Source: an optimization exercise on an open RTL-to-GDS flow (aim: small area, a short achievable clock period and few clock cycles). Production flows keep margins and buffers that such runs may drop. The RTL was checked by simulation tests, not by an equivalence proof against the original design. Power is estimated from default activity; no workload was simulated.

==> design/flow/design.v <==
module CHIP (	clk,
				rst_n,
				mem_read_D,
				mem_write_D,
				mem_addr_D,
				mem_wdata_D,
				mem_rdata_D,
				mem_ready_D,
				mem_read_I,
				mem_write_I,
				mem_addr_I,
				mem_wdata_I,
				mem_rdata_I,
				mem_ready_I,
				DCACHE_addr,
				DCACHE_wdata,
				DCACHE_wen
			);
	input			clk, rst_n;
	output			mem_read_D;
	output			mem_write_D;
	output	[31:4]	mem_addr_D;
	output	[127:0]	mem_wdata_D;
	input	[127:0]	mem_rdata_D;
	input			mem_ready_D;
	output			mem_read_I;
	output			mem_write_I;
	output	[31:4]	mem_addr_I;
	output	[127:0]	mem_wdata_I;
	input	[127:0]	mem_rdata_I;
	input			mem_ready_I;
	output	[29:0]	DCACHE_addr;
	output	[31:0]	DCACHE_wdata;
	output			DCACHE_wen;
	integer i, n;
	function [31:0] bswap;
		input [31:0] w;
		bswap = {w[7:0], w[15:8], w[23:16], w[31:24]};
	endfunction
	function [27:0] pdec;
		input [31:0] w;
		input [29:0] a;
		reg [2:0] t;
		reg [31:0] x;
		reg [11:0] sb;
		reg [19:0] sj;
		begin
			x = w;
			case (w[6:0])
				7'b0110011: t = 3'd0;
				7'b0000011: t = 3'd2;
				7'b0100011: t = 3'd3;
				7'b1100011: t = 3'd4;
				7'b1101111: t = 3'd5;
				7'b1100111: t = 3'd6;
				default:    t = 3'd1;
			endcase
			sb = {1'b0, a[10:0]} + {1'b0, w[31], w[7], w[30:25], w[11:9]};
			sj = {1'b0, a[18:0]} + {1'b0, w[31], w[19:12], w[20], w[30:22]};
			if (t == 3'd4) begin
				{x[31], x[7], x[30:25], x[11:9]} = sb[10:0];
				x[8] = w[31];
				x[14:13] = (sb[11] == w[31]) ? 2'b00 : sb[11] ? 2'b01 : 2'b11;
			end else if (t == 3'd5) begin
				{x[31], x[19:12], x[20], x[30:22]} = sj[18:0];
				if (sj[19] != w[31]) begin
					t = 3'd7;
					x[21] = sj[19];
				end
			end
			pdec = {x[31:7], t};
		end
	endfunction
	function [27:0] wsel;
		input [111:0] l;
		input [1:0] w;
		case (w)
			2'd0: wsel = l[27:0];
			2'd1: wsel = l[55:28];
			2'd2: wsel = l[83:56];
			default: wsel = l[111:84];
		endcase
	endfunction
	function [31:0] rev32;
		input [31:0] x;
		integer b;
		for (b = 0; b < 32; b = b + 1) rev32[b] = x[31-b];
	endfunction
	reg  [29:0] pc;                  
	reg         id_v;
	reg  [29:0] id_pc;
	reg  [27:0] id_c;
	reg  [1:0]  id_bc;               
	reg         id_bp;               
	reg         ex_v;
	reg  [31:0] ex_a, ex_b;
	reg  [31:0] ex_bop;              
	reg  [29:0] ex_aux;              
	reg  [4:0]  ex_rd;
	reg  [3:0]  ex_bidx;
	reg         ex_wr, ex_ld, ex_st, ex_br, ex_bne, ex_pred, ex_jr;
	reg         ex_fa_m, ex_fb_m, ex_fbop_m, ex_subm;
	reg         ex_add, ex_sub, ex_slt, ex_xor, ex_or, ex_and, ex_sll, ex_srl, ex_sra, ex_link;
	reg         mem_v;
	reg  [31:0] mem_res, mem_sd;
	reg  [4:0]  mem_rd;
	reg         mem_wr, mem_ld, mem_st;
	reg         wb_v, wb_st;
	reg  [31:0] wb_data, wb_sd;
	reg  [4:0]  wb_rd;
	reg         wb_wr;
	reg  [31:0] rf [1:31];
	wire mem_stall;
	wire id_stall;
	wire redirect_ex;
	wire [29:0] ex_tgt;
	localparam IN = 12;
	reg  [111:0] ic_d [0:IN-1];
	reg  [27:0]  ic_t [0:IN-1];
	reg  [IN-1:0] ic_v;
	reg  [IN-1:0] ic_oh;                
	reg          sb_v;
	reg  [27:0]  sb_line;
	reg  [111:0] sb_d;
	reg          i_req, i_busy, i_fill;
	reg  [27:0]  i_addr;
	reg  [7:0]   btb_v;
	reg  [5:0]   btb_tag [0:7];
	reg  [11:0]  btb_tgt [0:7];
	wire bt_hit = btb_v[pc[2:0]] & (btb_tag[pc[2:0]] == pc[8:3]);
	wire [29:0] bt_pc = {pc[29:12], btb_tgt[pc[2:0]]};
	wire [27:0] f_line = pc[29:2];
	wire [1:0]  f_wd   = pc[1:0];
	wire [IN-1:0] ihv;
	wire [27:0]   iword [0:IN];
	assign iword[0] = 28'd0;
	genvar g;
	generate
		for (g = 0; g < IN; g = g + 1) begin : icl
			assign ihv[g] = ic_v[g] & (ic_t[g] == f_line);
			assign iword[g+1] = iword[g] | ({28{ihv[g]}} & wsel(ic_d[g], f_wd));
		end
	endgenerate
	wire ihit = |ihv;
	wire ihsb = sb_v & (sb_line == f_line);
	wire i_rdy = i_busy & mem_ready_I;
	wire ihby = i_rdy & (i_addr == f_line);
	wire [111:0] i_pd = {pdec(bswap(mem_rdata_I[127:96]), {i_addr, 2'd3}),
	                     pdec(bswap(mem_rdata_I[95:64]),  {i_addr, 2'd2}),
	                     pdec(bswap(mem_rdata_I[63:32]),  {i_addr, 2'd1}),
	                     pdec(bswap(mem_rdata_I[31:0]),   {i_addr, 2'd0})};
	wire        f_ok = ihit | ihsb | ihby;
	wire [27:0] f_inst = ihit ? iword[IN] : ihsb ? wsel(sb_d, f_wd) : wsel(i_pd, f_wd);
	wire i_sbuse = ihsb & ~ihit & ~i_fill;
	wire i_free = (~i_req & ~i_busy) | i_rdy;
	wire i_pend = (i_req | i_busy) & (i_addr == f_line);
	wire id_redir_raw;
	wire ex_redir_raw;
	wire want_dem = ~f_ok & ~i_pend & ~id_redir_raw & ~ex_redir_raw;
	wire want_pf  = i_sbuse | ihby;
	assign mem_read_I  = i_req;
	assign mem_write_I = 1'b0;
	assign mem_addr_I  = i_addr;
	assign mem_wdata_I = 128'd0;
	always @(posedge clk) begin
		if (!rst_n) begin
			i_req  <= 1'b0;
			i_busy <= 1'b0;
			i_fill <= 1'b0;
			sb_v   <= 1'b0;
			ic_v   <= {IN{1'b0}};
			ic_oh  <= {{IN-1{1'b0}}, 1'b1};
		end else begin
			i_req  <= i_free & (want_dem | want_pf);
			i_fill <= i_sbuse & ~i_rdy;
			if (i_req) i_busy <= 1'b1;
			else if (i_rdy) i_busy <= 1'b0;
			if (i_rdy) sb_v <= 1'b1;
			if (i_fill) begin
				ic_v  <= ic_v | ic_oh;
				ic_oh <= {ic_oh[IN-2:0], ic_oh[IN-1]};
			end
		end
	end
	always @(posedge clk) begin
		if (i_free) i_addr <= f_ok ? f_line + 28'd1 : f_line;
		if (i_rdy) begin
			sb_line <= i_addr;
			sb_d    <= i_pd;
		end
		for (i = 0; i < IN; i = i + 1)
			if (i_fill & ic_oh[i]) begin
				ic_d[i] <= sb_d;
				ic_t[i] <= sb_line;
			end
	end
	wire [31:0] I = {id_c[27:3], 7'd0};
	wire [2:0]  id_t = id_c[2:0];
	wire isR  = (id_t == 3'd0);
	wire isI  = (id_t == 3'd1);
	wire isL  = (id_t == 3'd2);
	wire isS  = (id_t == 3'd3);
	wire isB  = (id_t == 3'd4);
	wire isJ  = (id_t == 3'd5) | (id_t == 3'd7);
	wire isJR = (id_t == 3'd6);
	wire [4:0] rd  = I[11:7];
	wire [4:0] rs1 = I[19:15];
	wire [4:0] rs2 = I[24:20];
	wire [2:0] f3  = I[14:12];
	wire b30 = I[30];
	wire [31:0] immI = {{20{I[31]}}, I[31:20]};
	wire [31:0] immS = {{20{I[31]}}, I[31:25], I[11:7]};
	wire use1 = isR | isI | isL | isS | isB | isJR;
	wire use2 = isR | isS | isB;
	wire id_wr = (isR | isI | isL | isJ | isJR) & (rd != 5'd0);
	reg  [1:0] bht [0:15];
	wire pred_t = isB & (I[8] ? (id_bc != 2'd0) : id_bc[1]);
	wire [18:0] tb_hi = id_pc[29:11];
	wire [18:0] tb_hn = (I[14:13] == 2'b01) ? tb_hi + 19'd1 : (I[14:13] == 2'b11) ? tb_hi - 19'd1 : tb_hi;
	wire [10:0] tj_hi = id_pc[29:19];
	wire [10:0] tj_hn = (id_t != 3'd7) ? tj_hi : I[21] ? tj_hi + 11'd1 : tj_hi - 11'd1;
	wire [29:0] id_tgt = isJ ? {tj_hn, I[31], I[19:12], I[20], I[30:22]}
	                         : {tb_hn, I[31], I[7], I[30:25], I[11:9]};
	wire [29:0] id_pc1 = id_pc + 30'd1;
	assign id_stall = id_v & ex_v & ex_ld & ex_wr &
	                  ((use1 & (ex_rd == rs1)) | (use2 & (ex_rd == rs2)));
	wire want_redir = isJ | pred_t;
	wire bp_ok = (pc == id_tgt);
	assign id_redir_raw = id_v & (want_redir ? ~(id_bp & bp_ok) : id_bp);
	wire [29:0] id_npc = want_redir ? id_tgt : id_pc1;
	wire redirect_id = id_redir_raw & ~id_stall & ~mem_stall & ~redirect_ex;
	wire btb_we = id_v & (want_redir | id_bp);
	wire wb_we = wb_v & wb_wr;
	wire [31:0] rf1 = (rs1 == 5'd0) ? 32'd0 : (wb_we & (wb_rd == rs1)) ? wb_data : rf[rs1];
	wire [31:0] rf2 = (rs2 == 5'd0) ? 32'd0 : (wb_we & (wb_rd == rs2)) ? wb_data : rf[rs2];
	wire fa_m = ex_v & ex_wr & (ex_rd == rs1);
	wire fa_w = mem_v & mem_wr & (mem_rd == rs1);
	wire fb_m = ex_v & ex_wr & (ex_rd == rs2);
	wire fb_w = mem_v & mem_wr & (mem_rd == rs2);
	wire [31:0] mem_fwd;
	wire [31:0] opa  = fa_w ? mem_fwd : rf1;
	wire [31:0] rs2v = fb_w ? mem_fwd : rf2;
	wire id_useimm = isI | isL | isS | isJR;
	wire id_sub = (isR & b30 & (f3 == 3'd0)) | ((isR | isI) & (f3 == 3'd2));
	wire [31:0] opb = id_useimm ? (isS ? immS : immI) : rs2v;
	wire [31:0] A  = ex_fa_m ? mem_res : ex_a;
	wire [31:0] R2 = ex_fb_m ? mem_res : ex_b;
	wire [31:0] Bx = ex_fbop_m ? (mem_res ^ {32{ex_subm}}) : ex_bop;
	wire [31:0] sum = A + Bx + {31'd0, ex_subm};
	wire slt = (A[31] == Bx[31]) ? A[31] : sum[31];
	wire [4:0] shamt = Bx[4:0];
	wire [31:0] shin = ex_sll ? rev32(A) : A;
	wire signed [32:0] shx = {ex_sra & A[31], shin};
	wire signed [32:0] shr = shx >>> shamt;
	wire [31:0] shres = ex_sll ? rev32(shr[31:0]) : shr[31:0];
	wire [31:0] ex_res = ({32{ex_add | ex_sub}} & sum) |
	                     {31'd0, ex_slt & slt} |
	                     ({32{ex_xor}} & (A ^ Bx)) |
	                     ({32{ex_or}}  & (A | Bx)) |
	                     ({32{ex_and}} & (A & Bx)) |
	                     ({32{ex_sll | ex_srl | ex_sra}} & shres) |
	                     ({32{ex_link}} & {ex_aux, 2'b00});
	wire eq = (A == R2);
	wire taken = ex_bne ? ~eq : eq;
	wire [31:0] jt = A + ex_bop;        
	assign ex_redir_raw = ex_v & ((ex_br & (taken ^ ex_pred)) | ex_jr);
	assign redirect_ex = ex_redir_raw & ~mem_stall;
	assign ex_tgt = ex_jr ? jt[31:2] : ex_aux;
	localparam DN = 8;
	reg  [127:0] dc_d [0:DN-1];
	reg  [27:0]  dc_t [0:DN-1];
	reg  [DN-1:0] dc_v, dc_dt;
	reg  [DN-1:0] dc_oh;                
	reg          d_rreq, d_wreq, d_isw, d_busy, d_rdpend;
	reg  [27:0]  d_addr;
	reg          wbf_v;
	reg  [27:0]  wbf_addr;
	reg  [127:0] wbf_d;
	wire [27:0] d_line = mem_res[31:4];
	wire [1:0]  d_wd   = mem_res[3:2];
	wire [DN-1:0] dh;
	wire [31:0]   dword [0:DN];
	assign dword[0] = 32'd0;
	generate
		for (g = 0; g < DN; g = g + 1) begin : dcl
			assign dh[g] = dc_v[g] & (dc_t[g] == d_line);
			assign dword[g+1] = dword[g] | ({32{dh[g]}} & dc_d[g][d_wd*32 +: 32]);
		end
	endgenerate
	wire dhit = |dh;
	wire dacc = mem_v & (mem_ld | mem_st);
	wire dmiss = dacc & ~dhit;
	wire d_req = d_rreq | d_wreq;
	wire d_rdy = d_busy & mem_ready_D;
	wire d_fill = d_rdy & ~d_isw;
	wire d_free = (~d_req & ~d_busy) | d_rdy;
	wire wbf_done = d_rdy & d_isw;
	wire d_vdirty = |(dc_v & dc_dt & dc_oh);
	wire [127:0] vdat [0:DN];
	wire [27:0]  vtag [0:DN];
	assign vdat[0] = 128'd0;
	assign vtag[0] = 28'd0;
	generate
		for (g = 0; g < DN; g = g + 1) begin : vsel
			assign vdat[g+1] = vdat[g] | ({128{dc_oh[g]}} & dc_d[g]);
			assign vtag[g+1] = vtag[g] | ({28{dc_oh[g]}} & dc_t[g]);
		end
	endgenerate
	wire d_can = ~d_rdpend & d_free & ~(wbf_v & ~wbf_done);
	wire d_issue_rd = dmiss & d_can;
	wire d_issue_wr = ~d_issue_rd & d_free & wbf_v & ~wbf_done;
	reg          ps_v;
	reg  [1:0]   ps_wd;
	reg  [31:0]  ps_data;
	wire st_go = dmiss & mem_st & d_can;
	wire serve_ld = d_fill & ~ps_v;
	wire st_hit = mem_v & mem_st & dhit;
	wire st_wait = d_fill & ps_v & st_hit;
	assign mem_stall = (dmiss & ~serve_ld & ~st_go) | st_wait;
	wire st_do = st_hit & ~st_wait;
	wire [31:0] ld_word = bswap(serve_ld ? mem_rdata_D[d_wd*32 +: 32] : dword[DN]);
	assign mem_fwd = mem_ld ? ld_word : mem_res;
	assign mem_read_D  = d_rreq;
	assign mem_write_D = d_wreq;
	assign mem_addr_D  = d_addr;
	assign mem_wdata_D = wbf_d;
	wire [31:0] st_word = bswap(mem_sd);
	always @(posedge clk) begin
		if (!rst_n) begin
			d_rreq   <= 1'b0;
			d_wreq   <= 1'b0;
			d_busy   <= 1'b0;
			d_rdpend <= 1'b0;
			wbf_v    <= 1'b0;
			ps_v     <= 1'b0;
			dc_v     <= {DN{1'b0}};
			dc_oh    <= {{DN-1{1'b0}}, 1'b1};
		end else begin
			d_rreq <= d_issue_rd;
			d_wreq <= d_issue_wr;
			if (d_req) d_busy <= 1'b1;
			else if (d_rdy) d_busy <= 1'b0;
			if (d_issue_rd) begin
				d_rdpend <= 1'b1;
				dc_v <= dc_v & ~dc_oh;          
				if (d_vdirty) wbf_v <= 1'b1;
				else if (wbf_done) wbf_v <= 1'b0;
			end else if (wbf_done) wbf_v <= 1'b0;
			if (st_go) ps_v <= 1'b1;
			if (d_fill) begin
				d_rdpend <= 1'b0;
				ps_v <= 1'b0;
				dc_v  <= dc_v | dc_oh;
				dc_oh <= {dc_oh[DN-2:0], dc_oh[DN-1]};
			end
			for (i = 0; i < DN; i = i + 1)
				if (d_fill & dc_oh[i]) dc_dt[i] <= ps_v;
				else if (st_do & dh[i]) dc_dt[i] <= 1'b1;
		end
	end
	always @(posedge clk) begin
		if (st_go) begin
			ps_wd   <= d_wd;
			ps_data <= st_word;
		end
		if (d_issue_rd) begin
			d_isw    <= 1'b0;
			d_addr   <= d_line;
			wbf_d    <= vdat[DN];
			wbf_addr <= vtag[DN];
		end else if (d_issue_wr) begin
			d_isw  <= 1'b1;
			d_addr <= wbf_addr;
		end
		for (n = 0; n < DN; n = n + 1)
			if (d_fill & dc_oh[n]) dc_t[n] <= d_addr;
	end
	wire [127:0] dc_win;
	generate
		for (g = 0; g < 4; g = g + 1) begin : dwb
			assign dc_win[g*32 +: 32] = ~d_fill ? st_word :
			                            (ps_v & (ps_wd == g)) ? ps_data : mem_rdata_D[g*32 +: 32];
		end
	endgenerate
	always @(posedge clk)
		for (i = 0; i < DN*4; i = i + 1)
			if ((d_fill & dc_oh[i/4]) | (st_do & dh[i/4] & (d_wd == i%4)))
				dc_d[i/4][(i%4)*32 +: 32] <= dc_win[(i%4)*32 +: 32];
	always @(posedge clk) begin
		if (!rst_n) btb_v <= 8'd0;
		else if (btb_we) btb_v[id_pc[2:0]] <= want_redir;
	end
	always @(posedge clk)
		if (btb_we) begin
			btb_tag[id_pc[2:0]] <= id_pc[8:3];
			btb_tgt[id_pc[2:0]] <= id_tgt[11:0];
		end
	wire [1:0] bc = bht[ex_bidx];
	always @(posedge clk) begin
		if (!rst_n) begin
			for (n = 0; n < 16; n = n + 1) bht[n] <= 2'd1;
		end else if (ex_v & ex_br & ~mem_stall) begin
			if (taken) bht[ex_bidx] <= (bc == 2'd3) ? 2'd3 : bc + 2'd1;
			else       bht[ex_bidx] <= (bc == 2'd0) ? 2'd0 : bc - 2'd1;
		end
	end
	wire adv_id = ~mem_stall & ~id_stall;
	always @(posedge clk) begin
		if (!rst_n) begin
			pc    <= 30'd1;
			id_v  <= 1'b0;
			ex_v  <= 1'b0;
			mem_v <= 1'b0;
			wb_v  <= 1'b0;
			wb_st <= 1'b0;
		end else begin
			if (redirect_ex) pc <= ex_tgt;
			else if (adv_id) begin
				if (redirect_id) pc <= id_npc;
				else if (f_ok) pc <= bt_hit ? bt_pc : pc + 30'd1;
			end
			if (redirect_ex) id_v <= 1'b0;
			else if (adv_id) id_v <= f_ok & ~redirect_id;
			if (~mem_stall) begin
				ex_v  <= id_v & ~id_stall & ~redirect_ex;
				mem_v <= ex_v;
			end
			wb_v  <= mem_v & ~mem_stall;
			wb_st <= mem_v & mem_st & ~mem_stall;
		end
	end
	always @(posedge clk) begin
		if (adv_id) begin
			id_c  <= f_inst;
			id_pc <= pc;
			id_bc <= bht[pc[3:0]];
			id_bp <= bt_hit;
		end
		if (~mem_stall) begin
			ex_a    <= opa;
			ex_b    <= rs2v;
			ex_bop  <= opb ^ {32{id_sub}};
			ex_subm <= id_sub;
			ex_fbop_m <= fb_m & isR;
			ex_aux  <= (isB & ~pred_t) ? id_tgt : id_pc1;
			ex_rd   <= rd;
			ex_wr   <= id_wr;
			ex_ld   <= isL;
			ex_st   <= isS;
			ex_br   <= isB;
			ex_bne  <= f3[0];
			ex_pred <= pred_t;
			ex_bidx <= id_pc[3:0];
			ex_jr   <= isJR;
			ex_fa_m <= fa_m & use1;
			ex_fb_m <= fb_m & use2;
			ex_add  <= ((isR & ~b30 | isI) & (f3 == 3'd0)) | isL | isS;
			ex_sub  <= isR & b30 & (f3 == 3'd0);
			ex_slt  <= (isR | isI) & (f3 == 3'd2);
			ex_xor  <= (isR | isI) & (f3 == 3'd4);
			ex_or   <= (isR | isI) & (f3 == 3'd6);
			ex_and  <= (isR | isI) & (f3 == 3'd7);
			ex_sll  <= (isR | isI) & (f3 == 3'd1);
			ex_srl  <= (isR | isI) & (f3 == 3'd5) & ~b30;
			ex_sra  <= (isR | isI) & (f3 == 3'd5) & b30;
			ex_link <= isJ | isJR;
			mem_res <= ex_res;
			mem_sd  <= R2;
			mem_rd  <= ex_rd;
			mem_wr  <= ex_wr;
			mem_ld  <= ex_ld;
			mem_st  <= ex_st;
		end
		wb_data <= mem_fwd;
		wb_sd   <= st_word;
		wb_rd   <= mem_rd;
		wb_wr   <= mem_wr;
		if (wb_we) rf[wb_rd] <= wb_data;
	end
	assign DCACHE_wen   = wb_st;
	assign DCACHE_addr  = wb_data[31:2];
	assign DCACHE_wdata = wb_sd;
endmodule
==> design/flow/flow/run.sh <==
#!/bin/bash
set -uo pipefail
bash standard.sh SETUP_SLACK_MARGIN=7 finish > standard_make.log 2>&1
==> design/flow/standard.sh <==
#!/bin/bash
# synth_recipe.tcl (not shown) runs the flow's synth.tcl, then flattens the netlist and writes it again
# the make line also repeats each setting of config.mk as NAME=value (left out here)
make -C /OpenROAD-flow-scripts/flow DESIGN_CONFIG=/design/flow/config.mk WORK_HOME=/design/flow/orfs CLKGATE_MAP_FILE= SYNTH_SCRIPT=/design/flow/synth_recipe.tcl "${@:-finish}"
==> design/flow/config.mk <==
export PLATFORM = sky130hd
export DESIGN_NAME = CHIP
export DESIGN_NICKNAME = CHIP
export VERILOG_FILES = /design/flow/design.v
export SDC_FILE = /design/flow/constraint.sdc
export NUM_CORES = 8
export LEC_CHECK = 0
export CAP_MARGIN = 30
export CORE_MARGIN = 2
export CORE_UTILIZATION = 60
export CTS_CLUSTER_DIAMETER = 100
export CTS_CLUSTER_SIZE = 25
export SLEW_MARGIN = 30
==> design/flow/constraint.sdc <==
create_clock -name core_clock -period 11.0 [get_ports {clk}]
set_input_delay 2.2000 -clock core_clock [delete_from_list [all_inputs] [get_ports {clk}]]
set_output_delay 2.2000 -clock core_clock [all_outputs]
set_load 0.01 [all_outputs]
==> flow_summary.ini <==
[status]
outcome = complete, no violations

[place]
hpwl_mm = 509.1
io_buffer_count = 509
gp_congestion = 0.9835
pre_cts_slack_ns = 3.993

[worst_setup_path]
crit_arrival_ns = 5.44
path_class = flip-flop to flip-flop
crit_required_ns = 11.97
cp_max_fo = 10
start_kind = flip-flop
crit_path_end_kind = flip-flop

[logic_synthesis]
syn_area_mm2 = 0.2260
synth-seq-area-share_pct = 65.10
synth_ff_type = edfxtp_1
synth_warnings = 5
synth_area_per_cell_um2 = 14.87
syn_inst = 15200
synth_seq_cells = 4960
yosysUniqueCellTypes = 108
ys_async_sr_fraction_pct = 0
synth-edff-count = 4779

[floorplan]
fp.dieW_um = 617.7
row_count = 225
die_area_mm2 = 0.3816
start_util_pct = 60.23
dieHeight_um = 617.7
core_mm2 = 0.3753
top_level_ports = 639

[timing]
finalClockSkew_ns = 0.1076
setup_slack_ns = 6.533
setup_tns_ns = 0
hold_viol_final = 0
layout_min_cycle_time_ns = 4.467
worst_pin_slew_ns = 1.172
slew_viol_final = 0
finalCritPeriodShare_pct = 40.61
setup_viol = 0
relSlewSlack_pct = 21.01
fmax_ghz = 0.2238
rsz0062_at_grt = true

[power]
power.total_mw = 38.80
combPwrFrac_pct = 18.3
p_int_mw = 28.07
p_leak_nw = 85.02
clkPwrFrac_pct = 25.8
switching_share_pct = 27.65
ir_drop_uv = 175.1
p_per_area_mw_per_mm2 = 149.4
switching_power_mw = 10.73
seqPwrFrac_pct = 55.9

[cts]
clk_path_buf_depth = 4
cts_tree = yes
htreeDepth = 4
insertion_delay_ns = 1.08
cts.clk_slew.worst_paths_ns = 0.10
cts_num_sinks = 4960
root_buffer = clkbuf_16
cts_inserted_buffers = 227

[detailed_routing]
viasPerCell = 7.540
drc = 0
drt_pass1_iterations = 10
drt_first_iter_violations = 30190
routed_wl_mm = 870.2
wire_per_inst_um = 40.94
antenna_violating_nets_post_route = 0
via_count = 160300

[final_layout]
drive_gt1_share_pct = 22.21
fillCellCount = 24930
num-nets-final = 16520
area_growth_pct = 14.89

[global_route]
grt_usage_pct = 44.57
globalRouteOverflowTotal = 0
grt_pass1_vias = 150900
use_met2_pct = 63.12
gr-usage-met1_pct = 59.33
grt_antenna_before_repair = 79
use_met3_pct = 16.85
top_usage_layer = met2
grt_first_pass_wirelength_mm = 1182
grt_max_degree = 136

[run]
maxCapViolCount = 0

[hold_path]
min_path_type = flip-flop to flip-flop
-- kinds of logic (layout without fill, tap and decap cells) --
kind of cell / Yosys count / in the layout / synth area share [%]
AND/OR/NAND/NOR: 2743 / 2755 / 5.686
AO/OA/AOI/OAI: 3619 / 3620 / 11.25
XOR/XNOR: 944 / 944 / 3.658
adder cells (fa/ha/maj): 211 / 213 / 1.189
other: 1 / 185 / 0.001659
flip-flops: 4960 / 4960 / 65.10
buffers and inverters: 1514 / 2380 / 2.867
multiplexers: 1204 / 1204 / 10.25
-- layer usage --
metal | part of all wire [%] | wire length, um
met1 | 34 | 295500
met2 | 42 | 366500
met3 | 17 | 144000
met4 | 7.3 | 63640
met5 | 0.057 | 500
-- path summary, 6_finish.rpt --
path	from	depth (start not counted)	to	slack, ns
max reg2reg	ex_fa_m$_DFFE_PN_	17	pc[18]$_SDFFE_PN0P_	6.53
max	ex_fa_m$_DFFE_PN_	17	pc[18]$_SDFFE_PN0P_	6.53
min reg2reg	btb_v[6]$_SDFFE_PN0P_	2	btb_v[6]$_SDFFE_PN0P_	0.47
min	btb_v[6]$_SDFFE_PN0P_	2	btb_v[6]$_SDFFE_PN0P_	0.47
-- final cells by class --
type	count	area (um^2)	area share (%)
clock buffers	352	6170	2.376
repair inverters	5	36.28	0.01397
well taps	4994	6248	2.406
repair buffers	1758	19070	7.344
diodes	56	140.1	0.05397
inverters	236	1037	0.3995
clock inverters	29	452.9	0.1744
multi-input cells	8865	79120	30.47
flip-flops and latches	4960	147400	56.76
-- sequential cells by signal (all words and copies together) (netlist names), 48 cells and up, named ones only --
| register | count |
|---|---|
| rf | 992 |
| btb_tag | 48 |
| wbf_d | 128 |
| sb_d | 112 |
| dc_d | 1024 |
| ic_d | 1344 |
| dc_t | 224 |
| btb_tgt | 96 |
| ic_t | 336 |
-- power groups by stage --
stage | clock network, mW | logic [mW] | registers, mW
2_1_floorplan | 0 | 3.25 | 22.0
3_3_place_gp | 0 | 5.07 | 22.2
3_5_place_dp | 0 | 5.15 | 22.2
4_1_cts | 9.97 | 6.53 | 21.6
5_1_grt | 10.6 | 7.28 | 21.7
6_report | 10.0 | 7.12 | 21.7
-- cell usage after synthesis, drive strengths merged, types with 79 or more instances --
library cell / n / area [um^2]
dfxtp: 181 / 3623
clkbuf: 796 / 2989
mux2i: 261 / 2616
inv: 232 / 870.8
a21o: 84 / 630.6
xnor2: 614 / 5378
nor3: 105 / 530.5
a31oi: 170 / 1064
nor2: 708 / 2668
a22oi: 695 / 5218
edfxtp: 4779 / 143500
xor2: 330 / 2890
o211ai: 163 / 1224
nor4: 127 / 840.8
a222oi: 366 / 3664
a21oi: 674 / 3373
ha: 202 / 2527
buf: 482 / 2604
o21ai: 580 / 2907
a221oi: 103 / 902.1
nand2: 1013 / 3805
nand4: 332 / 2083
mux4: 881 / 19840
a221o: 79 / 790.8
a211oi: 244 / 1832
nand3: 117 / 585.6
-- timing repair --
item	4_1_cts	5_1_grt
buffers inserted	546	209
hold buffers	0	0
gates resized for setup	1795	440
endpoints found under the setup margin	3134	1428
gates cloned	85	12
pin swaps	216	241
hold endpoints to repair	0	0
-- worst max-delay path: stages (launching register included) --
cell and delay (ns):
edfxtp_1 0.47, buf_6 0.17, buf_16 0.15, buf_16 0.14, nor2_4 0.22, buf_6 0.15, a221oi_1 0.07, a2111o_1 0.48
or4_4 0.53, o31a_1 0.42, a211oi_2 0.25, nand2b_4 0.20, buf_6 0.12, nand4_4 0.13, buf_4 0.22, clkbuf_16 0.18
a2111oi_2 0.34, a211o_1 0.15
-- cell usage in the layout, fill, tap and decap left out, drive strengths merged, types with 84 or more instances in the layout --
cell type      Yosys  layout
a21o              84      84
conb               1     129
o21ai            580     580
buf              482    1293
nand4            332     332
mux4             881     881
nor4             127     127
nand2           1013    1016
mux2i            261     261
a31oi            170     170
a221oi           103     103
dlygate4sd2        0     163
edfxtp          4779    4779
a222oi           366     366
clkdlybuf4s50      0     182
o211ai           163     163
inv              232     227
nor2             708     709
xnor2            614     614
dfxtp            181     181
nor3             105     105
xor2             330     330
ha               202     202
clkbuf           796     370
nand3            117     119
a22oi            695     695
a21oi            674     674
a211oi           244     244
-- per-stage QoR --
step,hold slack (ns),std cells,util (%),cell area [um^2]
2_1_floorplan,0.3484,15320,-,228300
3_5_place_dp,0.4395,19960,63.37,237800
4_1_cts,0.4688,20970,68.11,255600
3_3_place_gp,0.4149,19950,63.33,237700
5_1_grt,0.4841,21210,69.16,259500
6_report,0.4677,21260,69.19,259700
Testbench counts, summed over its fixed seeds: cycles 153,981.

-- port drivers added, routing unchanged --
How much do the figures lean on ideal ports? The routed layout below was timed once more, with nothing changed but the port constraints. Step 1, drivers: a clkbuf_16 drives clk and a buf_2 each remaining input, both assumed. Step 2 moves the port delays by t, midway between the first and last clock arrival at a register: inputs arrive t later, outputs are due t later. That takes back most of the time a late clock gives input paths. Slacks: ideal / step 1 / step 2; pairs: ideal / step 1.
shift t [ns]: 1.128
slack for setup (ns): 6.533 / 6.533 / 5.546
worst setup path at the end: input to register
worst data-port slew with drivers (ns): 0.31
cell pins on the clock port's net: 1
After both steps this run still meets setup and hold. For this run, drivers alone change the setup slack by 0.000 ns; drivers and shift together by -0.987 ns.
